This design comes from an exercise in tuning for a short achievable clock period and few clock cycles on the open sky130 flow, not from production work. The RTL was checked by simulation tests, not by an equivalence proof against the original design. Power figures rest on the tool's default switching activity, not on a simulated workload.

===== design/flow/design.v =====
module MIPS(clk,rst,imem_addr,imem_rdata,dmem_addr,dmem_wdata,dmem_wmask,dmem_rdata,wb_en,wb_rd,wb_data);
    input clk;
    input rst;
    output [31:0] imem_addr;
    input  [31:0] imem_rdata;
    output [31:0] dmem_addr;
    output [31:0] dmem_wdata;
    output [3:0]  dmem_wmask;
    input  [31:0] dmem_rdata;
    output        wb_en;
    output [4:0]  wb_rd;
    output [31:0] wb_data;
    reg [31:0] pc;
    reg [31:0] ra_pred;        
    reg        fd_v;
    reg [31:0] fd_ir;
    reg [31:0] fd_pc4;
    reg        fd_pred;        
    reg        fd_pjr;         
    reg [31:0] fd_rsv, fd_rtv;      
    reg        fd_ers, fd_ert;      
    reg        fd_wrs, fd_wrt;      
    reg        de_v;           
    reg        e_kill;         
    reg        de_we;
    reg [4:0]  de_rd;
    reg        de_ld;
    reg [2:0]  de_ldt;         
    reg [3:0]  de_mask;        
    reg [31:0] de_addr;        
    reg [31:0] de_a, de_b, de_s;
    reg        de_fa, de_fb;   
    reg        de_shv;
    reg [4:0]  de_sh;
    reg        de_add, de_sub, de_and, de_or, de_xor, de_nor, de_slt, de_sltu, de_sll, de_srl, de_sra;
    reg        de_br;
    reg [2:0]  de_brt;         
    reg        de_pred;
    reg        de_eqab, de_az;      
    reg [31:0] de_alt;
    reg        ew_we;
    reg [4:0]  ew_rd;
    reg [31:0] ew_sum, ew_dif, ew_oth, ew_ld;    
    reg [31:0] wq_a, wq_b;     
    reg [31:0] rf [1:31];
    wire [31:0] ew_res = ew_sum | ew_dif | ew_oth | ew_ld;
    wire [31:0] wq     = wq_a | wq_b;
    wire [31:0] pc4    = pc + 32'd4;
    wire [5:0]  f_op   = imem_rdata[31:26];
    wire [4:0]  f_rs   = imem_rdata[25:21];
    wire [4:0]  f_rt   = imem_rdata[20:16];
    wire        f_jmp  = (f_op == 6'b000010) | (f_op == 6'b000011);
    wire        f_br   = (f_op == 6'b000001) | (f_op[5:2] == 4'b0001);
    wire        f_pred = f_br & imem_rdata[15];
    wire [16:0] f_blo  = {1'b0, pc4[17:2]} + {1'b0, imem_rdata[15:0]};
    wire [13:0] pc4_hm = pc4[31:18] - 14'd1;
    wire [31:0] f_btgt = {f_blo[16] ? pc4[31:18] : pc4_hm, f_blo[15:0], pc4[1:0]};
    wire [31:0] f_jtgt = {pc4[31:28], imem_rdata[25:0], 2'b00};
    wire        f_ret  = (f_op == 6'b000000) & (imem_rdata[5:0] == 6'b001000) & (f_rs == 5'd31);
    wire        f_redir = f_jmp | f_pred | f_ret;
    wire [31:0] f_tgt  = f_ret ? ra_pred : f_jmp ? f_jtgt : f_btgt;
    wire [31:0] f_rsv = (f_rs == 5'd0) ? 32'd0 : (ew_we && ew_rd == f_rs) ? wq : rf[f_rs];
    wire [31:0] f_rtv = (f_rt == 5'd0) ? 32'd0 : (ew_we && ew_rd == f_rt) ? wq : rf[f_rt];
    wire [5:0]  op = fd_ir[31:26];
    wire [4:0]  rs = fd_ir[25:21];
    wire [4:0]  rt = fd_ir[20:16];
    wire [4:0]  rd = fd_ir[15:11];
    wire [4:0]  sa = fd_ir[10:6];
    wire [5:0]  fn = fd_ir[5:0];
    wire [15:0] imm = fd_ir[15:0];
    wire [31:0] simm = {{16{imm[15]}}, imm};
    wire [31:0] zimm = {16'b0, imm};
    wire rtype  = (op == 6'b000000);
    wire i_sll  = rtype & (fn == 6'b000000);
    wire i_srl  = rtype & (fn == 6'b000010);
    wire i_sra  = rtype & (fn == 6'b000011);
    wire i_sllv = rtype & (fn == 6'b000100);
    wire i_srlv = rtype & (fn == 6'b000110);
    wire i_srav = rtype & (fn == 6'b000111);
    wire i_jr   = rtype & (fn == 6'b001000);
    wire i_jalr = rtype & (fn == 6'b001001);
    wire i_addr = rtype & ((fn == 6'b100000) | (fn == 6'b100001));
    wire i_subr = rtype & ((fn == 6'b100010) | (fn == 6'b100011));
    wire i_andr = rtype & (fn == 6'b100100);
    wire i_orr  = rtype & (fn == 6'b100101);
    wire i_xorr = rtype & (fn == 6'b100110);
    wire i_norr = rtype & (fn == 6'b100111);
    wire i_sltr = rtype & (fn == 6'b101010);
    wire i_sltur= rtype & (fn == 6'b101011);
    wire i_regimm = (op == 6'b000001);
    wire i_bltz = i_regimm & ~rt[0];
    wire i_bgez = i_regimm &  rt[0];
    wire i_j    = (op == 6'b000010);
    wire i_jal  = (op == 6'b000011);
    wire i_beq  = (op == 6'b000100);
    wire i_bne  = (op == 6'b000101);
    wire i_blez = (op == 6'b000110);
    wire i_bgtz = (op == 6'b000111);
    wire i_addi = (op == 6'b001000) | (op == 6'b001001);
    wire i_slti = (op == 6'b001010);
    wire i_sltiu= (op == 6'b001011);
    wire i_andi = (op == 6'b001100);
    wire i_ori  = (op == 6'b001101);
    wire i_xori = (op == 6'b001110);
    wire i_lui  = (op == 6'b001111);
    wire i_lb   = (op == 6'b100000);
    wire i_lh   = (op == 6'b100001);
    wire i_lw   = (op == 6'b100011);
    wire i_lbu  = (op == 6'b100100);
    wire i_lhu  = (op == 6'b100101);
    wire i_sb   = (op == 6'b101000);
    wire i_sh   = (op == 6'b101001);
    wire i_sw   = (op == 6'b101011);
    wire i_load  = i_lb | i_lh | i_lw | i_lbu | i_lhu;
    wire i_store = i_sb | i_sh | i_sw;
    wire i_shimm = i_sll | i_srl | i_sra;
    wire i_shvar = i_sllv | i_srlv | i_srav;
    wire i_alur  = i_addr | i_subr | i_andr | i_orr | i_xorr | i_norr | i_sltr | i_sltur | i_shimm | i_shvar;
    wire i_alui  = i_addi | i_slti | i_sltiu | i_andi | i_ori | i_xori;
    wire i_branch = i_beq | i_bne | i_blez | i_bgtz | i_bltz | i_bgez;
    wire use_rs = i_alur & ~i_shimm | i_alui | i_load | i_store | i_branch | i_jr | i_jalr;
    wire use_rt = i_alur | i_beq | i_bne | i_store;
    wire use_rtB = i_alur | i_beq | i_bne;        
    wire d_we   = i_alur | i_alui | i_lui | i_load | i_jal | i_jalr;
    wire [4:0] d_rd = i_jal ? 5'd31 : (rtype ? rd : rt);
    wire [31:0] d_rsv = fd_wrs ? ew_res : fd_rsv;
    wire [31:0] d_rtv = fd_wrt ? ew_res : fd_rtv;
    wire agi     = (i_load | i_store) & fd_ers;       
    wire jr_wait = (i_jr | i_jalr) & fd_ers;
    wire st_wait = i_store & fd_ert;                  
    wire d_stall = fd_v & (agi | jr_wait | st_wait);
    wire [31:0] addr_r = fd_rsv + simm;
    wire [31:0] addr_w = ew_res + simm;
    wire [31:0] d_addr = fd_wrs ? addr_w : addr_r;
    wire        br_dep = fd_ers | ((i_beq | i_bne) & fd_ert);
    wire s_w = fd_wrs, s_r = ~fd_wrs;
    wire t_w = fd_wrt, t_r = ~fd_wrt;
    wire eq_wr = (ew_res == fd_rtv);
    wire eq_rw = (fd_rsv == ew_res);
    wire eq_rr = (fd_rsv == fd_rtv);
    wire        d_eq   = (s_w & t_w) | (s_w & t_r & eq_wr) | (s_r & t_w & eq_rw) | (s_r & t_r & eq_rr);
    wire        d_az   = (s_w & (ew_res == 32'd0)) | (s_r & (fd_rsv == 32'd0));
    wire        d_neg  = (s_w & ew_res[31]) | (s_r & fd_rsv[31]);
    wire        d_taken = i_beq ? d_eq : i_bne ? ~d_eq : i_blez ? (d_neg | d_az) :
                          i_bgtz ? ~(d_neg | d_az) : i_bltz ? d_neg : ~d_neg;
    wire        d_bres = i_branch & ~br_dep;
    wire [31:0] br_tgt = fd_pc4 + {simm[29:0], 2'b00};
    wire [31:0] br_alt = fd_pred ? fd_pc4 : br_tgt;
    wire d_jrmis = (s_w & (ew_res != pc)) | (s_r & (fd_rsv != pc));
    wire d_redir_j  = i_jalr | (i_jr & (~fd_pjr | d_jrmis));
    wire d_redir_b  = d_bres & (d_taken != fd_pred);
    wire d_redir_raw = d_redir_j | d_redir_b;
    wire [31:0] d_tgt = (i_jr | i_jalr) ? d_rsv : br_alt;
    wire e_v = de_v & ~e_kill;
    wire [31:0] fa = de_fa ? ew_res : de_a;
    wire [31:0] fb = de_fb ? ew_res : de_b;
    wire [4:0]  shamt = de_shv ? fa[4:0] : de_sh;
    wire [31:0] sum, diff;
    ks_add32 add_u (.a(fa), .b(fb),  .ci(1'b0), .s(sum));
    ks_add32 sub_u (.a(fa), .b(~fb), .ci(1'b1), .s(diff));
    wire        lt_s  = ({~fa[31], fa[30:0]} < {~fb[31], fb[30:0]});
    wire        lt_u  = (fa < fb);
    wire [31:0] shl   = fb << shamt;
    wire [31:0] shr   = fb >> shamt;
    wire [31:0] sar   = shr | ({32{fb[31]}} & ~(32'hffffffff >> shamt));
    wire [31:0] alu_oth =
          ({32{de_and}}  & (fa & fb))
        | ({32{de_or}}   & (fa | fb))
        | ({32{de_xor}}  & (fa ^ fb))
        | ({32{de_nor}}  & ~(fa | fb))
        | ({32{de_slt}}  & {31'b0, lt_s})
        | ({32{de_sltu}} & {31'b0, lt_u})
        | ({32{de_sll}}  & shl)
        | ({32{de_srl}}  & shr)
        | ({32{de_sra}}  & sar);
    wire eq   = de_fa ? (de_fb ? 1'b1 : (ew_res == de_b)) : (de_fb ? (de_a == ew_res) : de_eqab);
    wire az   = de_fa ? (ew_res == 32'd0) : de_az;
    wire aneg = fa[31];
    reg  taken;
    always @(*) begin
        case (de_brt)
            3'd0: taken = eq;
            3'd1: taken = ~eq;
            3'd2: taken = aneg | az;
            3'd3: taken = ~aneg & ~az;
            3'd4: taken = aneg;
            default: taken = ~aneg;
        endcase
    end
    wire e_redir = e_v & de_br & (taken != de_pred);
    reg [31:0] ldata;
    always @(*) begin
        case (de_ldt)
            3'd1: ldata = {{16{dmem_rdata[15]}}, dmem_rdata[15:0]};
            3'd2: ldata = {16'b0, dmem_rdata[15:0]};
            3'd3: ldata = {{24{dmem_rdata[7]}}, dmem_rdata[7:0]};
            3'd4: ldata = {24'b0, dmem_rdata[7:0]};
            default: ldata = dmem_rdata;
        endcase
    end
    wire hold = fd_v & d_stall;                     
    wire d_go = fd_v & ~d_stall;                    
    wire [4:0] nx_rs = hold ? rs : f_rs;            
    wire [4:0] nx_rt = hold ? rt : f_rt;
    wire e_wr = e_v & de_we & (de_rd != 5'd0);      
    wire d_wr = fd_v & d_we & (d_rd != 5'd0);
    wire sel_e = e_redir;
    wire sel_h = ~e_redir & hold;
    wire sel_d = ~e_redir & ~hold & fd_v & d_redir_raw;
    wire sel_f = ~e_redir & ~hold & ~(fd_v & d_redir_raw) & f_redir;
    wire sel_n = ~e_redir & ~hold & ~(fd_v & d_redir_raw) & ~f_redir;
    wire [31:0] pc_nx = ({32{sel_e}} & de_alt) | ({32{sel_h}} & pc) | ({32{sel_d}} & d_tgt) |
                        ({32{sel_f}} & f_tgt)  | ({32{sel_n}} & pc4);
    always @(posedge clk) begin
        if (rst) begin
            pc   <= 32'd0;
            fd_v <= 1'b0;
        end else begin
            pc   <= pc_nx;
            fd_v <= sel_h ? fd_v : (sel_f | sel_n);
        end
    end
    always @(posedge clk) begin
        if (!hold) begin
            fd_ir   <= imem_rdata;
            fd_pc4  <= pc4;
            fd_pred <= f_pred;
            fd_pjr  <= f_ret;
            fd_rsv  <= f_rsv;
            fd_rtv  <= f_rtv;
        end else begin
            fd_rsv  <= d_rsv;
            fd_rtv  <= d_rtv;
        end
        fd_ers <= ~hold & d_wr & (d_rd == f_rs);
        fd_ert <= ~hold & d_wr & (d_rd == f_rt);
        fd_wrs <= e_wr & (de_rd == nx_rs);
        fd_wrt <= e_wr & (de_rd == nx_rt);
    end
    always @(posedge clk) begin
        if (rst)                          ra_pred <= 32'd0;
        else if (d_go & (i_jal | i_jalr)) ra_pred <= fd_pc4;
    end
    always @(posedge clk) begin
        if (rst) begin
            de_v    <= 1'b0;
            e_kill  <= 1'b0;
            de_we   <= 1'b0;
            de_ld   <= 1'b0;
            de_br   <= 1'b0;
            de_mask <= 4'b0;
        end else begin
            de_v    <= d_go;
            e_kill  <= e_redir;
            de_we   <= d_go & d_we;
            de_ld   <= d_go & i_load;
            de_br   <= d_go & i_branch & br_dep;
            de_mask <= (d_go & i_store) ? (i_sw ? 4'b1111 : i_sh ? 4'b0011 : 4'b0001) : 4'b0;
        end
    end
    always @(posedge clk) begin
        de_rd   <= d_rd;
        de_ldt  <= i_lh ? 3'd1 : i_lhu ? 3'd2 : i_lb ? 3'd3 : i_lbu ? 3'd4 : 3'd0;
        de_addr <= d_addr;
        de_a <= (i_jal | i_jalr | i_lui) ? 32'd0 : d_rsv;
        de_b <= (i_jal | i_jalr) ? fd_pc4 : i_lui ? {imm, 16'b0} :
                (i_andi | i_ori | i_xori) ? zimm : use_rtB ? d_rtv : simm;
        de_s <= d_rtv;
        de_fa <= fd_ers & use_rs & ~(i_jal | i_jalr | i_lui);
        de_fb <= fd_ert & use_rtB;
        de_shv <= i_shvar;
        de_sh  <= sa;
        de_add <= i_addr | i_addi;
        de_sub <= i_subr;
        de_and <= i_andr | i_andi;
        de_or  <= i_orr | i_ori | i_lui | i_jal | i_jalr;
        de_xor <= i_xorr | i_xori;
        de_nor <= i_norr;
        de_slt <= i_sltr | i_slti;
        de_sltu<= i_sltur | i_sltiu;
        de_sll <= i_sll | i_sllv;
        de_srl <= i_srl | i_srlv;
        de_sra <= i_sra | i_srav;
        de_brt <= i_beq ? 3'd0 : i_bne ? 3'd1 : i_blez ? 3'd2 : i_bgtz ? 3'd3 : i_bltz ? 3'd4 : 3'd5;
        de_pred <= fd_pred;
        de_eqab <= (d_rsv == d_rtv);
        de_az   <= (d_rsv == 32'd0);
        de_alt  <= br_alt;
    end
    always @(posedge clk) begin
        if (rst) ew_we <= 1'b0;
        else     ew_we <= de_we & ~e_kill;
    end
    always @(posedge clk) begin
        ew_rd  <= de_rd;
        ew_sum <= de_add ? sum : 32'd0;
        ew_dif <= de_sub ? diff : 32'd0;
        ew_oth <= alu_oth;
        ew_ld  <= de_ld ? ldata : 32'd0;
        if (de_we) begin
            wq_a <= (sum & {32{de_add}}) | (diff & {32{de_sub}});
            wq_b <= de_ld ? ldata : alu_oth;
        end
    end
    integer i;
    always @(posedge clk) begin
        if (rst) begin
            for (i = 1; i < 32; i = i + 1) rf[i] <= 32'd0;
        end else if (ew_we && ew_rd != 5'd0) begin
            rf[ew_rd] <= wq;
        end
    end
    assign imem_addr  = pc;
    assign dmem_addr  = de_addr;
    assign dmem_wdata = de_s;
    assign dmem_wmask = de_mask & {4{~e_kill}};
    assign wb_en      = ew_we;
    assign wb_rd      = ew_rd;
    assign wb_data    = wq;
endmodule
module ks_add32(
    input  [31:0] a,
    input  [31:0] b,
    input         ci,
    output [31:0] s
);
    reg [31:0] g [0:5];
    reg [31:0] p [0:5];
    integer k, j;
    always @(*) begin
        g[0] = a & b;
        p[0] = a ^ b;
        g[0][0] = (a[0] & b[0]) | ((a[0] ^ b[0]) & ci);
        for (k = 1; k <= 5; k = k + 1) begin
            for (j = 0; j < 32; j = j + 1) begin
                if (j >= (1 << (k - 1))) begin
                    g[k][j] = g[k-1][j] | (p[k-1][j] & g[k-1][j - (1 << (k - 1))]);
                    p[k][j] = p[k-1][j] & p[k-1][j - (1 << (k - 1))];
                end else begin
                    g[k][j] = g[k-1][j];
                    p[k][j] = p[k-1][j];
                end
            end
        end
    end
    assign s = (a ^ b) ^ {g[5][30:0], ci};
endmodule

===== design/flow/flow/run.sh =====
#!/bin/bash
# Standard ORFS layout (the standard.sh, unchanged synthesis), with
#  - the port buffers (one per input and output, as in the standard flow)
#    made buf_4 instead of the smallest buffer.
# The SDC (clock period, I/O delays, loads) is the design's, untouched.
set -euo pipefail
bash standard.sh SETUP_SLACK_MARGIN=7.5 TNS_END_PERCENT=100 \
  "BUFFER_PORTS_ARGS=-buffer_cell sky130_fd_sc_hd__buf_4" finish > run_standard.log 2>&1

===== design/flow/standard.sh =====
#!/bin/bash
# synth_recipe.tcl (not shown) runs the flow's synth.tcl, then flattens the netlist and writes it again
# the make line also repeats each setting of config.mk as NAME=value (left out here)
make -C /OpenROAD-flow-scripts/flow DESIGN_CONFIG=/design/flow/config.mk WORK_HOME=/design/flow/orfs CLKGATE_MAP_FILE= SYNTH_SCRIPT=/design/flow/synth_recipe.tcl "${@:-finish}"

===== design/flow/config.mk =====
export PLATFORM = sky130hd
export DESIGN_NAME = MIPS
export DESIGN_NICKNAME = MIPS
export VERILOG_FILES = /design/flow/design.v
export SDC_FILE = /design/flow/constraint.sdc
export NUM_CORES = 4
export LEC_CHECK = 0
export ABC_CLOCK_PERIOD_IN_PS = 3500
export CAP_MARGIN = 20
export CORE_MARGIN = 2
export CORE_UTILIZATION = 40
export PLACE_DENSITY = 0.6
export SLEW_MARGIN = 20

===== design/flow/constraint.sdc =====
create_clock -name core_clock -period 11.0 [get_ports {clk}]
set_input_delay 2.2000 -clock core_clock [delete_from_list [all_inputs] [get_ports {clk}]]
set_output_delay 2.2000 -clock core_clock [all_outputs]
set_load 0.01 [all_outputs]

==> results.ini, run 1 <==
[drt]
drt-total-wl_um=475000
drt_iter0_drc=14100
num_vias=81800
drc=0
wire_per_inst_um=39.6
vias_per_cell=6.83
dr.pass1.iters=7
ant_nets=0

[cts]
cts.sinks=1622
h-tree-depth=4
clkTransAtPathRegs_ps=60
numCtsBuffers=175
cts_buffer_depth=3
cts-root-buf=clkbuf_16
cts_tree=yes
insertion_delay_ps=900
hold_buffers=0

[sta]
slew_violations=0
hold_ws_ps=429
worstMarginPinSlew_ps=1150
layout_min_cycle_time_ps=4470
clock.fmax_mhz=224
rsz0062_at_grt=true
fin_crit_sh=0.406
fin_tns_setup_ps=0
setup_viol=0
skew_ps=79.4
hold_viol_final=0
maxSlewHeadroom=0.233

[yosys]
synth_xor_area_frac=0.0315
ys_types=85
synth_warnings=4
synth_top_family_by_area=multiplexers
synth_fa_ha_area_frac=0.0256
synth_compound_area_frac=0.0980
synth-simple-area-share=0.131
ys_seq_area_frac=0.492
muxShareOfSynthArea=0.185
synthFlopType=edfxtp_1
synth-async-reset-ratio=0
ys_ff_latch=1622
synth_edf_count=1154
synth_area_per_cell_um2=11.4
synth_area_um2=89400
syn_inst=7827

[worst_setup_path]
cp_top_family=compound AO/OA/AOI/OAI gates
rrSetupSlack_ps=6620
cp_common_cell=buf_6
r2r_cells=20
reg2reg_from=pc[6]
path_cells=buf_12 -> ha_4 -> inv_2 -> fa_2 -> nor2b_4 -> o31a_1 -> o2111ai_4 -> a31oi_4 -> a211oi_4 -> buf_6 -> and3_4 -> nand3_4 -> buf_6 -> nor4_4 -> xnor2_1 -> o21ai_1 -> a22oi_1 -> a21oi_1
cp.arrival_ps=5170
cp.depth=18
path_buf_inv=4
cp-end-kind=flip-flop
path_class=in -> reg
critPathLaunchType=input pin
required_ps=11700
r2r-end=pc[30]
crit_path_max_incr_delay_ps=340
path_max_fanout=5
cp_slowest_cell=o31a_1

[job]
drv_cap=0

[finish]
syn2layout_area_growth_pct=37.0
final_cell_mix=nor2_1 (1,401), edfxtp_1 (1,154), buf_4 (710)
fin_nets=9074
drive_gt1_frac=0.394
layout_commonest_cell=nor2_1

[floorplanning]
core-area_um2=222000
die_w_um=477
dieArea_um2=227000
die_h_um=477
start_util=0.402
ios=204
num_rows=173

[power]
powerDensity_nw_per_um2=144
p_leak_nw=47.7
ir_worst_vdd_uv=121

[global_routing]
grt_use_total=0.394
grt.overflow.total=0
grt_pass1_vias=75800
grt_pass1_wl_um=623000
antenna_found_initial=42
grt_max_degree=64

[placed_design]
routabilityCongestion=1.02
port_buffers=203
dp_hpwl_um=264000

[worst_hold_path]
worstHoldPathCells=0
min-delay-start=de_rd[4]
min_to=ew_rd[4]
hp-class=reg -> reg

[status]
status=finished clean

worst reg2reg max path, cell delays in order, from the launching register on:
cell,delay (ps)
dfxtp_1,330
buf_6,190
and3_1,300
nand3_4,240
nor2_1,200
xor2_1,340
ha_1,380
a21oi_1,190
nor2_1,60
nor2_1,260
a31oi_4,180
a211oi_4,270
buf_6,170
and3_4,240
nand3_4,120
buf_6,180
nor4_4,150
xnor2_1,140
o21ai_1,70
a22oi_1,180
a21oi_1,100
synthesized netlist by cell type (18+ instances only):
cell type	n	area, µm²
a31oi_1	28	175
dfxtp_1	468	9370
mux2_2	39	439
o41ai_1	37	324
a211o_1	23	201
nor2_1	1519	5700
a221oi_1	20	175
nor3_1	60	300
nand3_1	71	355
edfxtp_1	1154	34700
inv_1	216	811
a22oi_1	25	188
nor2b_1	96	601
nor4_2	21	263
o21ai_1	41	205
o22ai_1	74	463
mux4_2	625	14100
o41a_1	33	372
a21o_1	47	353
xnor2_1	223	1950
or2_2	34	213
o21a_1	32	240
buf_2	18	90.1
xor2_1	99	867
and2_1	36	225
mux2i_1	203	2030
a211oi_1	128	961
buf_1	83	312
nand2_1	484	1820
o21bai_1	29	218
nand2b_1	62	388
a21oi_1	427	2140
clkbuf_1	537	2020
nor4_1	56	350
or3_1	26	163
o211a_1	22	220
and3_1	33	206
nand4_1	59	369
o21ai_0	197	986
ha_1	175	2190
o211ai_1	69	518
layout make-up:
cell class	count	area, µm²
Clock buffer	232	4830
Timing Repair Buffer	1407	17800
Timing Repair inverter	1	8.76
Clock inverter	89	977
Antenna cell	31	77.6
Multi-Input combinational cell	5403	49700
Fill cell	18000	99800
Tap cell	2975	3720
Sequential cell	1622	44300
Inverter	218	1000
metrics by stage:
| step | setup WS (ps) | total power, mW | cells | util | area [µm²] |
|---|---|---|---|---|---|
| after floorplan | 6180 | 8.97 | 7858 | - | 91900 |
| after global placement | 4620 | 10.2 | 10600 | 0.429 | 95300 |
| after detailed placement | 4610 | 10.2 | 10600 | 0.429 | 95400 |
| after CTS | 6570 | 17.0 | 11600 | 0.522 | 116000 |
| after global routing | 6470 | 18.0 | 12000 | 0.551 | 122000 |
| final | 6530 | 17.7 | 12000 | 0.551 | 122000 |
per-layer routing:
metal  track usage  routed length [µm]
met1         0.470              155000
met2         0.571              196000
met5             0                 443
met3         0.155               74900
met4         0.302               48600
report_power, final:
part           switching (mW)  leakage, nW  internal, mW
sequential              0.258         15.8          6.86
combinational            2.54         29.1          1.92
clock                    2.74         2.83          3.38
total                    5.53         47.7          12.2
cell families after synthesis:
| family | count (synthesis) |
|---|---|
| and+or+nand+nor | 2628 |
| DFF | 1622 |
| AOI/OAI and AO/OA | 1348 |
| muxes | 867 |
| buffers and inverters | 859 |
| xor gates and xnor gates | 322 |
| adders and majority gates | 180 |
| other | 1 |
worst max-delay path by stage:
stage | slack [ps] | endpoint | startpoint
after floorplan | 6180 | pc[31] | imem_rdata[0]
after global placement | 4620 | fd_rtv[31] | imem_rdata[16]
after detailed placement | 4610 | fd_rtv[31] | imem_rdata[16]
after CTS | 6570 | pc[31] | imem_rdata[0]
after global routing | 6470 | pc[30] | imem_rdata[0]
final | 6530 | pc[30] | imem_rdata[0]
what timing repair did:
action	CTS	global route
pin swaps	290	386
resized for setup	1420	732
setup buffers	579	265
setup endpoints to repair	1425	1115
gates cloned	148	43
flip-flops by register name, indices dropped and copies added, names as in the netlist, 32 cells and up:
name and flops:
rf 1024, de_a 32, de_addr 32, de_alt 32
de_b 32, de_s 32, ew_dif 32, ew_ld 32
ew_oth 32, ew_sum 32, fd_ir 32, fd_pc4 32
fd_rsv 32, fd_rtv 32, pc 32, ra_pred 32
wq_a 32, wq_b 32
Testbench counts, summed over its fixed seeds: cycles 32,005.
==> run 2, diff against run 1 <==
--- a/design/flow/design.v
+++ b/design/flow/design.v
@@ -17,6 +17,7 @@
     reg [31:0] fd_pc4;
     reg        fd_pred;        
     reg        fd_pjr;         
+    reg        fd_bfix;        
     reg [31:0] fd_rsv, fd_rtv;      
     reg        fd_ers, fd_ert;      
     reg        fd_wrs, fd_wrt;      
@@ -42,6 +43,7 @@
     reg [4:0]  ew_rd;
     reg [31:0] ew_sum, ew_dif, ew_oth, ew_ld;    
     reg [31:0] wq_a, wq_b;     
+    reg [31:0] wo_a, wo_b;     
     reg [31:0] rf [1:31];
     wire [31:0] ew_res = ew_sum | ew_dif | ew_oth | ew_ld;
     wire [31:0] wq     = wq_a | wq_b;
@@ -52,9 +54,11 @@
     wire        f_jmp  = (f_op == 6'b000010) | (f_op == 6'b000011);
     wire        f_br   = (f_op == 6'b000001) | (f_op[5:2] == 4'b0001);
     wire        f_pred = f_br & imem_rdata[15];
-    wire [16:0] f_blo  = {1'b0, pc4[17:2]} + {1'b0, imem_rdata[15:0]};
-    wire [13:0] pc4_hm = pc4[31:18] - 14'd1;
-    wire [31:0] f_btgt = {f_blo[16] ? pc4[31:18] : pc4_hm, f_blo[15:0], pc4[1:0]};
+    localparam FBW = 16;
+    wire [FBW:0] f_blo = {1'b0, pc4[FBW+1:2]} + {1'b0, imem_rdata[FBW-1:0]};
+    wire [31:0] f_btgt = {pc4[31:FBW+2], f_blo[FBW-1:0], pc4[1:0]};
+    wire [16:0] f_ihi  = {1'b1, imem_rdata[15:0]} >> FBW;      
+    wire        f_bfix = f_pred & ~(f_blo[FBW] & (&f_ihi[16-FBW:0]));
     wire [31:0] f_jtgt = {pc4[31:28], imem_rdata[25:0], 2'b00};
     wire        f_ret  = (f_op == 6'b000000) & (imem_rdata[5:0] == 6'b001000) & (f_rs == 5'd31);
     wire        f_redir = f_jmp | f_pred | f_ret;
@@ -123,41 +127,44 @@
     wire use_rtB = i_alur | i_beq | i_bne;        
     wire d_we   = i_alur | i_alui | i_lui | i_load | i_jal | i_jalr;
     wire [4:0] d_rd = i_jal ? 5'd31 : (rtype ? rd : rt);
-    wire [31:0] d_rsv = fd_wrs ? ew_res : fd_rsv;
-    wire [31:0] d_rtv = fd_wrt ? ew_res : fd_rtv;
+    wire [31:0] d_rsv = fd_wrs ? wq : fd_rsv;
+    wire [31:0] d_rtv = fd_wrt ? wq : fd_rtv;
     wire agi     = (i_load | i_store) & fd_ers;       
     wire jr_wait = (i_jr | i_jalr) & fd_ers;
     wire st_wait = i_store & fd_ert;                  
     wire d_stall = fd_v & (agi | jr_wait | st_wait);
-    wire [31:0] addr_r = fd_rsv + simm;
-    wire [31:0] addr_w = ew_res + simm;
+    wire [31:0] addr_r, addr_w;
+    wire        addr_rco, addr_wco;
+    ks_add #(32) agr_u (.a(fd_rsv), .b(simm), .ci(1'b0), .s(addr_r), .co(addr_rco));
+    ks_add #(32) agw_u (.a(wq),     .b(simm), .ci(1'b0), .s(addr_w), .co(addr_wco));
     wire [31:0] d_addr = fd_wrs ? addr_w : addr_r;
-    wire        br_dep = fd_ers | ((i_beq | i_bne) & fd_ert);
+    wire        br_dep = (fd_ers | ((i_beq | i_bne) & fd_ert)) & ~((i_beq | i_bne) & (rs == rt));
     wire s_w = fd_wrs, s_r = ~fd_wrs;
     wire t_w = fd_wrt, t_r = ~fd_wrt;
-    wire eq_wr = (ew_res == fd_rtv);
-    wire eq_rw = (fd_rsv == ew_res);
+    wire eq_wr = (wq == fd_rtv);
+    wire eq_rw = (fd_rsv == wq);
     wire eq_rr = (fd_rsv == fd_rtv);
     wire        d_eq   = (s_w & t_w) | (s_w & t_r & eq_wr) | (s_r & t_w & eq_rw) | (s_r & t_r & eq_rr);
-    wire        d_az   = (s_w & (ew_res == 32'd0)) | (s_r & (fd_rsv == 32'd0));
-    wire        d_neg  = (s_w & ew_res[31]) | (s_r & fd_rsv[31]);
+    wire        d_az   = (s_w & (wq == 32'd0)) | (s_r & (fd_rsv == 32'd0));
+    wire        d_neg  = (s_w & wq[31]) | (s_r & fd_rsv[31]);
     wire        d_taken = i_beq ? d_eq : i_bne ? ~d_eq : i_blez ? (d_neg | d_az) :
                           i_bgtz ? ~(d_neg | d_az) : i_bltz ? d_neg : ~d_neg;
-    wire        d_bres = i_branch & ~br_dep;
+    wire        d_bres = i_branch & ~br_dep & ~fd_bfix;
     wire [31:0] br_tgt = fd_pc4 + {simm[29:0], 2'b00};
     wire [31:0] br_alt = fd_pred ? fd_pc4 : br_tgt;
-    wire d_jrmis = (s_w & (ew_res != pc)) | (s_r & (fd_rsv != pc));
+    wire d_jrmis = (s_w & (wq != pc)) | (s_r & (fd_rsv != pc));
     wire d_redir_j  = i_jalr | (i_jr & (~fd_pjr | d_jrmis));
     wire d_redir_b  = d_bres & (d_taken != fd_pred);
-    wire d_redir_raw = d_redir_j | d_redir_b;
-    wire [31:0] d_tgt = (i_jr | i_jalr) ? d_rsv : br_alt;
+    wire d_redir_raw = d_redir_j | d_redir_b | fd_bfix;
+    wire [31:0] d_tgt = (i_jr | i_jalr) ? d_rsv : fd_bfix ? br_tgt : br_alt;
     wire e_v = de_v & ~e_kill;
     wire [31:0] fa = de_fa ? ew_res : de_a;
     wire [31:0] fb = de_fb ? ew_res : de_b;
     wire [4:0]  shamt = de_shv ? fa[4:0] : de_sh;
     wire [31:0] sum, diff;
-    ks_add32 add_u (.a(fa), .b(fb),  .ci(1'b0), .s(sum));
-    ks_add32 sub_u (.a(fa), .b(~fb), .ci(1'b1), .s(diff));
+    wire        sum_co, dif_co;
+    ks_add #(32) add_u (.a(fa), .b(fb),  .ci(1'b0), .s(sum),  .co(sum_co));
+    ks_add #(32) sub_u (.a(fa), .b(~fb), .ci(1'b1), .s(diff), .co(dif_co));
     wire        lt_s  = ({~fa[31], fa[30:0]} < {~fb[31], fb[30:0]});
     wire        lt_u  = (fa < fb);
     wire [31:0] shl   = fb << shamt;
@@ -226,6 +233,7 @@
             fd_pc4  <= pc4;
             fd_pred <= f_pred;
             fd_pjr  <= f_ret;
+            fd_bfix <= f_bfix;
             fd_rsv  <= f_rsv;
             fd_rtv  <= f_rtv;
         end else begin
@@ -254,7 +262,7 @@
             e_kill  <= e_redir;
             de_we   <= d_go & d_we;
             de_ld   <= d_go & i_load;
-            de_br   <= d_go & i_branch & br_dep;
+            de_br   <= d_go & i_branch & (br_dep | fd_bfix);
             de_mask <= (d_go & i_store) ? (i_sw ? 4'b1111 : i_sh ? 4'b0011 : 4'b0001) : 4'b0;
         end
     end
@@ -297,9 +305,11 @@
         ew_dif <= de_sub ? diff : 32'd0;
         ew_oth <= alu_oth;
         ew_ld  <= de_ld ? ldata : 32'd0;
+        wq_a <= (sum & {32{de_add}}) | (diff & {32{de_sub}});
+        wq_b <= de_ld ? ldata : alu_oth;
         if (de_we) begin
-            wq_a <= (sum & {32{de_add}}) | (diff & {32{de_sub}});
-            wq_b <= de_ld ? ldata : alu_oth;
+            wo_a <= (sum & {32{de_add}}) | (diff & {32{de_sub}});
+            wo_b <= de_ld ? ldata : alu_oth;
         end
     end
     integer i;
@@ -316,23 +326,25 @@
     assign dmem_wmask = de_mask & {4{~e_kill}};
     assign wb_en      = ew_we;
     assign wb_rd      = ew_rd;
-    assign wb_data    = wq;
+    assign wb_data    = wo_a | wo_b;
 endmodule
-module ks_add32(
-    input  [31:0] a,
-    input  [31:0] b,
-    input         ci,
-    output [31:0] s
+module ks_add #(parameter W = 32) (
+    input  [W-1:0] a,
+    input  [W-1:0] b,
+    input          ci,
+    output [W-1:0] s,
+    output         co
 );
-    reg [31:0] g [0:5];
-    reg [31:0] p [0:5];
+    localparam L = (W > 16) ? 5 : (W > 8) ? 4 : (W > 4) ? 3 : (W > 2) ? 2 : 1;
+    reg [W-1:0] g [0:L];
+    reg [W-1:0] p [0:L];
     integer k, j;
     always @(*) begin
         g[0] = a & b;
-        p[0] = a ^ b;
-        g[0][0] = (a[0] & b[0]) | ((a[0] ^ b[0]) & ci);
-        for (k = 1; k <= 5; k = k + 1) begin
-            for (j = 0; j < 32; j = j + 1) begin
+        p[0] = a | b;
+        g[0][0] = (a[0] & b[0]) | ((a[0] | b[0]) & ci);
+        for (k = 1; k <= L; k = k + 1) begin
+            for (j = 0; j < W; j = j + 1) begin
                 if (j >= (1 << (k - 1))) begin
                     g[k][j] = g[k-1][j] | (p[k-1][j] & g[k-1][j - (1 << (k - 1))]);
                     p[k][j] = p[k-1][j] & p[k-1][j - (1 << (k - 1))];
@@ -343,5 +355,7 @@
             end
         end
     end
-    assign s = (a ^ b) ^ {g[5][30:0], ci};
+    wire [W-1:0] c = {g[L][W-2:0], ci};
+    assign s  = (a ^ c) ^ b;
+    assign co = g[L][W-1];
 endmodule
==> results.ini, run 2 <==
[status]
status=finished clean

[finish]
regMostFlops=rf
largest_reg_flops=1024  ; unchanged
multi_input_area_um2=49600  ; -0.34%
final_cell_mix=nor2_1 (1,415), edfxtp_1 (1,155), mux4_2 (630)
layout_commonest_cell=nor2_1
fillers=19100  ; +6.1%
fin_nets=9146  ; +0.79%
postLayoutCoreUtil=0.525  ; -0.0259
register_area_um2=45600  ; +2.8%
drive_gt1_frac=0.351  ; -0.0429
syn2layout_area_growth_pct=30.4

[cts]
cts_tree=yes
numCtsBuffers=179  ; +2.3%
clkTransAtPathRegs_ps=60  ; about the same
cts_buffer_depth=3  ; unchanged
insertion_delay_ps=910  ; about the same
hold_buffers=0  ; unchanged
cts-root-buf=clkbuf_16
cts.sinks=1687  ; +4.0%
h-tree-depth=4  ; unchanged

[power]
powerDensity_nw_per_um2=149  ; +3.4%
p_leak_nw=44.6  ; -6.5%
ir_worst_vdd_uv=191  ; +58%
p_total_mw=18.0  ; +2.0%

[sta]
setup_viol=0  ; unchanged
maxSlewHeadroom=0.0664  ; -0.167
rsz0062_at_grt=true
layout_min_cycle_time_ps=4260  ; -210 ps
fin_tns_setup_ps=0  ; unchanged
clock.fmax_mhz=235  ; +4.9%
hold_viol_final=0  ; unchanged
worstMarginPinSlew_ps=1390  ; +248 ps
skew_ps=111  ; +31.2 ps
slew_violations=0  ; unchanged
fin_crit_sh=0.387  ; -0.0191

[floorplanning]
core-area_um2=230000  ; +3.5%
die_w_um=485  ; +1.8%
num_rows=176  ; +1.7%
die_h_um=485  ; +1.8%
ios=204  ; unchanged
dieArea_um2=235000  ; +3.6%
start_util=0.403  ; +0.000418

[global_routing]
grt_pass1_vias=76000  ; +0.15%
grt_max_degree=67  ; +4.7%
grt.overflow.total=0  ; unchanged
grt_use_total=0.360  ; -0.0347
grt_pass1_wl_um=596000  ; -4.2%
antenna_found_initial=34  ; -19%

[worst_setup_path]
cp_top_family=compound AO/OA/AOI/OAI gates
path_class=reg -> reg
path_buf_inv=5  ; +1
cp-end-kind=flip-flop
path_max_fanout=8  ; +3
critPathLaunchType=flip-flop
cp_slowest_cell=dfxtp_4
rrSetupSlack_ps=6740  ; +120 ps
required_ps=11610  ; -90 ps
crit_path_max_incr_delay_ps=370  ; +30 ps
path_cells=buf_6 -> buf_16 -> a21oi_4 -> buf_4 -> buf_12 -> ha_4 -> inv_2 -> fa_2 -> o21bai_4 -> a21oi_2 -> o21ba_4 -> o31ai_4 -> a2111o_1 -> nand4_1 -> nand2_2 -> a221o_1 -> nand2_2 -> a21oi_2 -> mux2i_1 -> a211o_1
cp.arrival_ps=4860  ; -310 ps

[yosys]
synthTopCellsByCount=nor2_1 (1,472), edfxtp_1 (1,155), mux4_2 (630)
synthFlopType=edfxtp_1
ys_types=105  ; +24%
synth_warnings=4  ; unchanged
synth_edf_count=1155  ; +0.087%
syn_inst=8194  ; +4.7%
synth_area_per_cell_um2=11.3  ; -1.0%
synth_top_area_frac=0.374  ; -0.0132
synth.most_common_cell=nor2_1
synth_area_leaders=edfxtp_1 (37%), mux4_2 (15%), dfxtp_1 (11%), nor2_1 (6.0%), xnor2_1 (3.3%)
synth.largest_area_cell=edfxtp_1
synth-async-reset-ratio=0  ; unchanged
synth_area_um2=92600  ; +3.6%
ys_seq_area_frac=0.489  ; -0.00307
ys_ff_latch=1687  ; +4.0%

[drt]
dr.pass1.iters=9  ; +2
drt-total-wl_um=444000  ; -6.6%
ant_nets=0  ; unchanged
vias_per_cell=6.61  ; -3.1%
wire_per_inst_um=36.7  ; -7.5%
drc=0  ; unchanged
num_vias=80000  ; -2.2%
drt_iter0_drc=13000  ; -7.6%

[placed_design]
port_buffers=203  ; unchanged
dp_hpwl_um=254000  ; -3.7%
routabilityCongestion=1.01  ; -0.52%

[job]
drv_cap=0  ; unchanged

[worst_hold_path]
hp-class=reg -> reg

## run 2: cell count changes after synthesis, moves of 23 or more
cell,before,now
a211oi_1,128,61
a21oi_1,427,460
buf_2,18,41
dfxtp_1,468,532
nand2_1,484,534
nand3_1,71,111
nor2_1,1519,1472
nor2b_1,96,58
o21ai_0,197,335
o21ai_1,41,13
o41a_1,33,3
o41ai_1,37,4
or2_2,34,72
xnor2_1,223,353
## run 2: per-layer routing
layer,wire [µm],up-vias,share of wire,GRT usage
li1,-,31600,-,-
met1,148000,39500,0.33,0.433
met4,43600,30,0.098,0.269
met2,191000,6966,0.43,0.543
met3,60900,1953,0.14,0.109
met5,257,-,0.00058,0.000612
## run 2: where the power goes
part	switching (mW)	internal, mW
clock	2.82	3.45
combinational	2.48	1.85
sequential	0.338	7.10
## run 2: stage by stage
| step | setup WS [ps] | instance area (µm²) | hold WS (ps) | instances |
|---|---|---|---|---|
| after floorplan | 6620 | 94900 | 368 | 8225 |
| after global placement | 4950 | 98100 | 407 | 11000 |
| after detailed placement | 4920 | 98100 | 405 | 11000 |
| after CTS | 6850 | 116000 | 408 | 11900 |
| after global routing | 6700 | 121000 | 419 | 12100 |
| final | 6740 | 121000 | 406 | 12100 |
## run 2: cell type report
class	count	share of cell area
Tap cell	3026	0.0313
Multi-Input combinational cell	5654	0.410
Timing Repair inverter	2	0.000300
Sequential cell	1687	0.377
Clock buffer	238	0.0413
Timing Repair Buffer	1148	0.122
Antenna cell	14	0.000290
Inverter	231	0.00820
Clock inverter	97	0.00864
## run 2: kinds of logic (layout without fill, tap and decap cells)
logic type               Yosys count  in the layout  share of synthesized area
AO/OA/AOI/OAI                   1400           1400                     0.0945
XOR/XNOR                         440            440                     0.0416
adder cells (fa/ha/maj)          195            195                     0.0262
buffers and inverters            913           1716                     0.0386
flip-flops                      1687           1687                      0.489
multiplexers                     885            886                      0.181
other                              1             46                  0.0000405
AND/OR/NAND/NOR                 2673           2701                      0.128
## run 2: timing repair
| item | CTS | global route |
|---|---|---|
| buffers inserted | 430 | 191 |
| setup endpoints to repair | 1573 | 1094 |
| gates cloned | 130 | 22 |
| pin swaps | 249 | 235 |
| resized for setup | 1288 | 474 |
| endpoints found under the hold margin | 0 | 0 |
## run 2: worst paths after layout
path,start,to,depth (start not counted)
setup reg to reg,de_fb,wo_a[30],20
hold / removal,de_rd[1],ew_rd[1],0
hold reg to reg,de_rd[1],ew_rd[1],0
setup / recovery,de_fb,wo_a[30],20
Testbench counts of run 2, summed over its fixed seeds: cycles 31,989.
==> run 3, diff against run 2 <==
--- a/design/flow/design.v
+++ b/design/flow/design.v
@@ -43,7 +43,7 @@
     reg [4:0]  ew_rd;
     reg [31:0] ew_sum, ew_dif, ew_oth, ew_ld;    
     reg [31:0] wq_a, wq_b;     
-    reg [31:0] wo_a, wo_b;     
+    reg [31:0] wo_s, wo_d, wo_o;   
     reg [31:0] rf [1:31];
     wire [31:0] ew_res = ew_sum | ew_dif | ew_oth | ew_ld;
     wire [31:0] wq     = wq_a | wq_b;
@@ -308,8 +308,9 @@
         wq_a <= (sum & {32{de_add}}) | (diff & {32{de_sub}});
         wq_b <= de_ld ? ldata : alu_oth;
         if (de_we) begin
-            wo_a <= (sum & {32{de_add}}) | (diff & {32{de_sub}});
-            wo_b <= de_ld ? ldata : alu_oth;
+            wo_s <= sum & {32{de_add}};
+            wo_d <= diff & {32{de_sub}};
+            wo_o <= de_ld ? ldata : alu_oth;
         end
     end
     integer i;
@@ -326,7 +327,7 @@
     assign dmem_wmask = de_mask & {4{~e_kill}};
     assign wb_en      = ew_we;
     assign wb_rd      = ew_rd;
-    assign wb_data    = wo_a | wo_b;
+    assign wb_data    = wo_s | wo_d | wo_o;
 endmodule
 module ks_add #(parameter W = 32) (
     input  [W-1:0] a,
==> results.ini, run 3 <==
[floorplanning]
dieArea_um2=238000  ; +1.3%
num_rows=177  ; +0.57%
core-area_um2=233000  ; +1.2%
die_w_um=488  ; +0.63%
die_h_um=488  ; +0.63%
ios=204  ; unchanged
start_util=0.403  ; about the same

[finish]
drive_gt1_frac=0.359  ; +0.00762
layout_commonest_cell=nor2_1
syn2layout_area_growth_pct=31.2
postLayoutCoreUtil=0.528  ; +0.00326
regMostFlops=rf
largest_reg_flops=1024  ; unchanged
final_cell_mix=nor2_1 (1,460), edfxtp_1 (1,187), mux4_2 (630)
finalNonFillerCells=12400  ; +2.5%
final_area_um2=123000  ; +1.9%
fin_nets=9329  ; +2.0%

[power]
ir_worst_vdd_uv=183  ; -4.4%
powerDensity_nw_per_um2=152  ; +1.7%
p_sw_mw=5.78  ; +2.6%
cell_internal_pwr_mw=12.9  ; +4.0%
pwr-share-comb=0.237  ; -0.003
p_leak_nw=44.9  ; +0.69%
clock_power_share=0.357  ; +0.009
p_total_mw=18.7  ; +3.6%
power_frac_seq=0.406  ; -0.007
switching_share=0.310  ; -0.00295

[sta]
rsz0062_at_grt=true
slew_violations=0  ; unchanged
worstMarginPinSlew_ps=1230  ; -164 ps
skew_ps=96.1  ; -14.4 ps
clock.fmax_mhz=228  ; -2.8%
maxSlewHeadroom=0.174  ; +0.108
layout_min_cycle_time_ps=4380  ; +122 ps
hold_ws_ps=432  ; +25.8 ps
setup_viol=0  ; unchanged
hold_viol_final=0  ; unchanged
fin_tns_setup_ps=0  ; unchanged
fin_ws_ps=6620  ; -122 ps
fin_crit_sh=0.398  ; +0.0111

[cts]
cts.sinks=1719  ; +1.9%
insertion_delay_ps=920  ; about the same
cts-root-buf=clkbuf_16
cts_buffer_depth=3  ; unchanged
h-tree-depth=4  ; unchanged
clkTransAtPathRegs_ps=60  ; about the same
cts_tree=yes
numCtsBuffers=184  ; +2.8%

[worst_setup_path]
required_ps=11720  ; +110 ps
cp_slowest_cell=a21oi_2
r2r_cells=14  ; -30%
path_class=reg -> reg
crit_path_max_incr_delay_ps=500  ; +130 ps
cp_top_family=compound AO/OA/AOI/OAI gates
critPathLaunchType=flip-flop
r2r-end=wo_s[30]
cp_common_cell=a21oi_2
rrSetupSlack_ps=6620  ; -120 ps
path_buf_inv=3  ; -2
path_max_fanout=33  ; +25
reg2reg_from=de_fb
path_cells=bufbuf_16 -> a21oi_2 -> inv_1 -> ha_1 -> a21oi_1 -> nor2_1 -> or4_1 -> o311a_1 -> o21bai_1 -> a21o_1 -> a311oi_4 -> a21oi_2 -> mux2i_1 -> buf_4
cp-end-kind=flip-flop
cp.arrival_ps=5100  ; +240 ps

[placed_design]
port_buffers=203  ; unchanged
dp_cells=11300  ; +2.8%
pre_cts_ws_ps=4960  ; +42.7 ps
dp_hpwl_um=256000  ; +0.85%
placed_cell_area_um2=100000  ; +1.9%
routabilityCongestion=1.04  ; +2.4%

[yosys]
synth.largest_area_cell=edfxtp_1
synthTopCellsByCount=nor2_1 (1,555), edfxtp_1 (1,187), mux4_2 (630)
synthFlopType=edfxtp_1
ys_ff_latch=1719  ; +1.9%
synth.most_common_cell=nor2_1
synth_top_area_frac=0.380  ; +0.00551
synth_warnings=4  ; unchanged
synth_area_per_cell_um2=11.2  ; -1.2%
synth_area_leaders=edfxtp_1 (38%), mux4_2 (15%), dfxtp_1 (11%), nor2_1 (6.2%), xnor2_1 (2.8%)
ys_types=103  ; -1.9%
synth-async-reset-ratio=0  ; unchanged
synth_edf_count=1187  ; +2.8%
syn_inst=8397  ; +2.5%
synth_area_um2=93800  ; +1.3%
ys_seq_area_frac=0.493  ; +0.00406

[global_routing]
grt_max_degree=70  ; +4.5%
grt.overflow.total=0  ; unchanged
grt_pass1_wl_um=593000  ; -0.49%
grt_use_total=0.354  ; -0.00563
antenna_found_initial=25  ; -26%
grt_pass1_vias=77100  ; +1.5%

[drt]
dr.pass1.iters=9  ; unchanged
ant_nets=0  ; unchanged
drt_iter0_drc=13300  ; +1.7%
vias_per_cell=6.57  ; -0.71%
num_vias=81400  ; +1.8%
wire_per_inst_um=35.4  ; -3.4%
drt-total-wl_um=439000  ; -0.96%
drc=0  ; unchanged

[worst_hold_path]
hp-class=reg -> reg
min_to=de_alt[1]
worstHoldPathCells=0  ; unchanged
min-delay-start=fd_pc4[1]

[job]
drv_cap=0  ; unchanged

[status]
status=finished clean

-- run 3: cell count changes after synthesis, sizes merged, moves of 31 or more --
cell    delta
edfxtp    +32
a21oi     +43
nor2      +70
and2      +40
o21ai     +31
xnor2     -47
clkbuf    +41
xor2      +33
-- run 3: kinds of logic after synthesis --
kind of cell | Yosys count | synth area share
adders and majority gates | 191 | 0.0254
xor gates and xnor gates | 426 | 0.0398
muxes | 853 | 0.176
DFF | 1719 | 0.493
other | 1 | 0.0000400
and+or+nand+nor | 2777 | 0.129
buffers and inverters | 928 | 0.0381
AOI/OAI and AO/OA | 1502 | 0.0988
-- run 3: layout make-up --
type / count / area (µm²)
Multi-Input combinational cell: 5800 / 50800
Inverter: 231 / 997
Fill cell: 19600 / 110000
Timing Repair Buffer: 1150 / 14200
Antenna cell: 28 / 70.1
Clock inverter: 105 / 1330
Clock buffer: 236 / 5130
Tap cell: 3132 / 3920
Sequential cell: 1719 / 46600
-- run 3: repair_timing --
| item | CTS | global route |
|---|---|---|
| pin swaps | 268 | 348 |
| setup endpoints to repair | 2059 | 562 |
| setup buffers | 421 | 202 |
| cloned | 109 | 24 |
| hold buffers | 0 | 0 |
| gates resized for setup | 1354 | 640 |
-- run 3: worst max path at each step --
| stage | from | end | cells past startpoint |
|---|---|---|---|
| 3_3_place_gp | imem_rdata[16] | fd_rtv[10] | 8 |
| 3_5_place_dp | imem_rdata[16] | fd_rtv[10] | 8 |
| 5_1_grt | de_fa | wo_s[30] | 20 |
| 2_1_floorplan | imem_rdata[0] | fd_bfix | 16 |
| 4_1_cts | ew_sum[0] | wq_a[30] | 19 |
| 6_report | de_fb | wo_s[30] | 14 |
-- run 3: power groups by stage --
stage	Combinational, mW	Clock (mW)	Sequential (mW)
global route	4.54	6.92	7.58
CTS	3.88	6.66	7.54
finish	4.43	6.67	7.58
global placement	3.08	0	7.67
floorplan	1.98	0	7.50
detailed placement	3.09	0	7.68
-- run 3: metal layers --
layer | vias up | track usage | wire length (µm)
met1 | 40600 | 0.435 | 150000
met3 | 1757 | 0.111 | 59800
met4 | 24 | 0.247 | 39400
met5 | - | 0 | 359
met2 | 6680 | 0.530 | 190000
li1 | 32400 | - | -
Testbench counts of run 3, summed over its fixed seeds: cycles 31,989.
==> run 4, diff against run 3 <==
--- a/design/flow/design.v
+++ b/design/flow/design.v
@@ -42,11 +42,11 @@
     reg        ew_we;
     reg [4:0]  ew_rd;
     reg [31:0] ew_sum, ew_dif, ew_oth, ew_ld;    
-    reg [31:0] wq_a, wq_b;     
+    reg [31:0] wq_o;           
     reg [31:0] wo_s, wo_d, wo_o;   
     reg [31:0] rf [1:31];
     wire [31:0] ew_res = ew_sum | ew_dif | ew_oth | ew_ld;
-    wire [31:0] wq     = wq_a | wq_b;
+    wire [31:0] wq     = ew_sum | ew_dif | wq_o;
     wire [31:0] pc4    = pc + 32'd4;
     wire [5:0]  f_op   = imem_rdata[31:26];
     wire [4:0]  f_rs   = imem_rdata[25:21];
@@ -305,8 +305,7 @@
         ew_dif <= de_sub ? diff : 32'd0;
         ew_oth <= alu_oth;
         ew_ld  <= de_ld ? ldata : 32'd0;
-        wq_a <= (sum & {32{de_add}}) | (diff & {32{de_sub}});
-        wq_b <= de_ld ? ldata : alu_oth;
+        wq_o <= de_ld ? ldata : alu_oth;
         if (de_we) begin
             wo_s <= sum & {32{de_add}};
             wo_d <= diff & {32{de_sub}};
==> results.ini, run 4 <==
[drt]
drt_iter0_drc=12700  ; -4.3%
dr.pass1.iters=9  ; unchanged
wire_per_inst_um=36.1  ; +1.9%
num_vias=80300  ; -1.4%
drt-total-wl_um=438000  ; -0.35%
drc=0  ; unchanged
vias_per_cell=6.62  ; +0.76%
ant_nets=0  ; unchanged

[worst_setup_path]
path_class=reg -> reg
cp-end-kind=flip-flop
cp.arrival_ps=5010  ; -90 ps
critPathLaunchType=flip-flop
path_max_fanout=4  ; -88%
required_ps=11570  ; -150 ps

[yosys]
synth-async-reset-ratio=0  ; unchanged
synthFlopType=edfxtp_1
synth_area_um2=92700  ; -1.2%
ys_seq_area_frac=0.493  ; -0.000684
ys_types=100  ; -2.9%
syn_inst=8239  ; -1.9%
synth_edf_count=1187  ; unchanged
synth_area_per_cell_um2=11.2  ; +0.65%
synth.largest_area_cell=edfxtp_1
synth_area_leaders=edfxtp_1 (38%), mux4_2 (15%), dfxtp_1 (11%), nor2_1 (6.3%), xnor2_1 (2.8%)
synth_top_area_frac=0.385  ; +0.00480
synthTopCellsByCount=nor2_1 (1,554), edfxtp_1 (1,187), mux4_2 (627)
ys_ff_latch=1687  ; -1.9%
synth.most_common_cell=nor2_1
synth_warnings=4  ; unchanged

[job]
drv_cap=0  ; unchanged

[cts]
h-tree-depth=4  ; unchanged
cts_tree=yes
insertion_delay_ps=930  ; about the same
cts.sinks=1687  ; -1.9%
numCtsBuffers=183  ; -0.54%
cts-root-buf=clkbuf_16
cts_buffer_depth=3  ; unchanged
clkTransAtPathRegs_ps=70  ; about the same
hold_buffers=0  ; unchanged

[global_routing]
grt_pass1_vias=76300  ; -1.0%
grt.overflow.total=0  ; unchanged
grt_max_degree=85  ; +21%
antenna_found_initial=35  ; +40%
grt_use_total=0.356  ; +0.00155
grt_pass1_wl_um=591000  ; -0.47%

[power]
powerDensity_nw_per_um2=149  ; -1.7%
p_total_mw=18.2  ; -2.8%
power_frac_seq=0.407  ; about the same
clock_power_share=0.349  ; -0.008
switching_share=0.316  ; +0.00687
ir_worst_vdd_uv=186  ; +2.1%
p_leak_nw=44.3  ; -1.4%
p_sw_mw=5.75  ; -0.64%
cell_internal_pwr_mw=12.4  ; -3.8%
pwr-share-comb=0.245  ; +0.008

[finish]
fin_nets=9167  ; -1.7%
largest_reg_flops=1024  ; unchanged
final_cell_mix=nor2_1 (1,480), edfxtp_1 (1,187), mux4_2 (627)
layout_commonest_cell=nor2_1
register_area_um2=46000  ; -1.4%
fillers=19000  ; -3.0%
syn2layout_area_growth_pct=31.4
multi_input_area_um2=50700  ; -0.22%
regMostFlops=rf
finalNonFillerCells=12100  ; -2.2%
drive_gt1_frac=0.357  ; -0.00121

[sta]
worstMarginPinSlew_ps=1330  ; +99.2 ps
layout_min_cycle_time_ps=4440  ; +61.0 ps
setup_viol=0  ; unchanged
slew_violations=0  ; unchanged
fin_crit_sh=0.404  ; +0.00554
hold_ws_ps=425  ; -6.98 ps
rsz0062_at_grt=true
skew_ps=119  ; +22.4 ps
fin_tns_setup_ps=0  ; unchanged
clock.fmax_mhz=225  ; -1.4%
hold_viol_final=0  ; unchanged
maxSlewHeadroom=0.112  ; -0.0626

[floorplanning]
die_h_um=485  ; -0.62%
dieArea_um2=236000  ; -1.2%
die_w_um=485  ; -0.62%
ios=204  ; unchanged
num_rows=176  ; -0.56%
core-area_um2=230000  ; -1.2%
start_util=0.403  ; about the same

[placed_design]
dp_cells=11000  ; -2.3%
port_buffers=203  ; unchanged
dp_hpwl_um=248000  ; -3.3%
routabilityCongestion=1.03  ; -0.87%

[status]
status=finished clean

[worst_hold_path]
hp-class=reg -> reg

run 4: power by group through the flow:
stage	clock [mW]	combinational (mW)	sequential (mW)
global placement	0	3.07	7.48
finish	6.33	4.44	7.39
floorplan	0	1.93	7.38
detailed placement	0	3.08	7.50
CTS	6.33	3.88	7.36
global route	6.59	4.54	7.40
run 4: critical path, stage by stage (launching register included):
cell       delay [ps]
dfxtp_4           420
buf_12            130
nor2_1             50
a21oi_2           190
inv_2             110
fa_2              430
o21bai_4          190
a21oi_4            90
or2_4             250
a221o_1           410
a21o_4            260
o41a_1            440
o2111ai_2         280
a311oi_2          190
or2_4             320
o21ai_2           120
xnor2_1            80
and2_1            170
run 4: final timing paths:
path | from | endpoint | slack, ps | cells after the start
worst max-delay path | de_fa | wo_s[28] | 6560 | 17
worst max register to register | de_fa | wo_s[28] | 6560 | 17
worst min-delay path | de_rd[4] | ew_rd[4] | 420 | 0
worst min register to register | de_rd[4] | ew_rd[4] | 420 | 0
run 4: timing repair:
item,CTS,global route
pin swaps,247,303
gates resized for setup,1382,639
buffers inserted,389,195
setup endpoints to repair,1634,538
cloned,139,20
run 4: metrics by stage:
| step | utilization | area (µm²) | setup WS [ps] |
|---|---|---|---|
| after floorplan | - | 95100 | 6520 |
| after global placement | 0.427 | 98300 | 4950 |
| after detailed placement | 0.427 | 98300 | 4960 |
| after CTS | 0.507 | 117000 | 6570 |
| after global routing | 0.529 | 122000 | 6540 |
| final | 0.529 | 122000 | 6560 |
run 4: cell families (layout without fill, tap and decap cells):
| group | after synthesis | in the layout | synth area share |
|---|---|---|---|
| multiplexers | 870 | 871 | 0.179 |
| flip-flops | 1687 | 1687 | 0.493 |
| AO/OA/AOI/OAI | 1366 | 1367 | 0.0905 |
| adder cells (fa/ha/maj) | 192 | 192 | 0.0259 |
| XOR/XNOR | 424 | 424 | 0.0401 |
| AND/OR/NAND/NOR | 2811 | 2844 | 0.135 |
| other | 1 | 54 | 0.0000405 |
| buffers and inverters | 888 | 1665 | 0.0365 |
run 4: cell type report:
| cell class | count | area share |
|---|---|---|
| Inverter | 214 | 0.00757 |
| Timing Repair Buffer | 1108 | 0.117 |
| Tap cell | 3026 | 0.0311 |
| Clock inverter | 117 | 0.0104 |
| Clock buffer | 226 | 0.0394 |
| Antenna cell | 22 | 0.000452 |
| Multi-Input combinational cell | 5730 | 0.416 |
| Sequential cell | 1687 | 0.377 |
run 4: routing by layer:
| layer | wire [µm] | vias to the layer above | GRT usage |
|---|---|---|---|
| met2 | 187000 | 6905 | 0.529 |
| met1 | 146000 | 39700 | 0.421 |
| li1 | - | 31800 | - |
| met3 | 62400 | 1872 | 0.124 |
| met5 | 273 | - | 0.00265 |
| met4 | 42200 | 34 | 0.273 |
Testbench counts of run 4, summed over its fixed seeds: cycles 31,989.

what the ideal ports hide:
The results above use ideal ports. As a check the final layouts listed here were re-extracted and re-timed, cells and wires unchanged.
Step 1 assumes that a clkbuf_16 drives the clock port and a buf_2 every other input.
Step 2 also shifts input and output timing later by t, the mid clock arrival at the registers, as if the neighbouring blocks saw the same clock.
Slacks: no drivers / after step 1 / after step 2; pairs: no drivers / after step 1.
| run | shift t [ns] | slack for setup (ns) | worst setup path after step 2 | worst data-port slew with drivers (ns) | cell pins on the clock port's net |
|---|---|---|---|---|---|
| run 1 | 0.959 | 6.535 / 6.583 / 5.624 | input to register | 0.41 | 1 |
| run 2 | 0.953 | 6.744 / 6.744 / 5.931 | input to register | 0.59 | 1 |
| run 3 | 0.956 | 6.622 / 6.622 / 5.929 | input to register | 0.30 | 1 |
| run 4 | 0.962 | 6.561 / 6.561 / 5.775 | input to register | 0.63 | 1 |
After both steps every run listed still meets setup and hold. For run 1, which loses most, drivers alone change the setup slack by +0.048 ns; drivers and shift together by -0.911 ns.
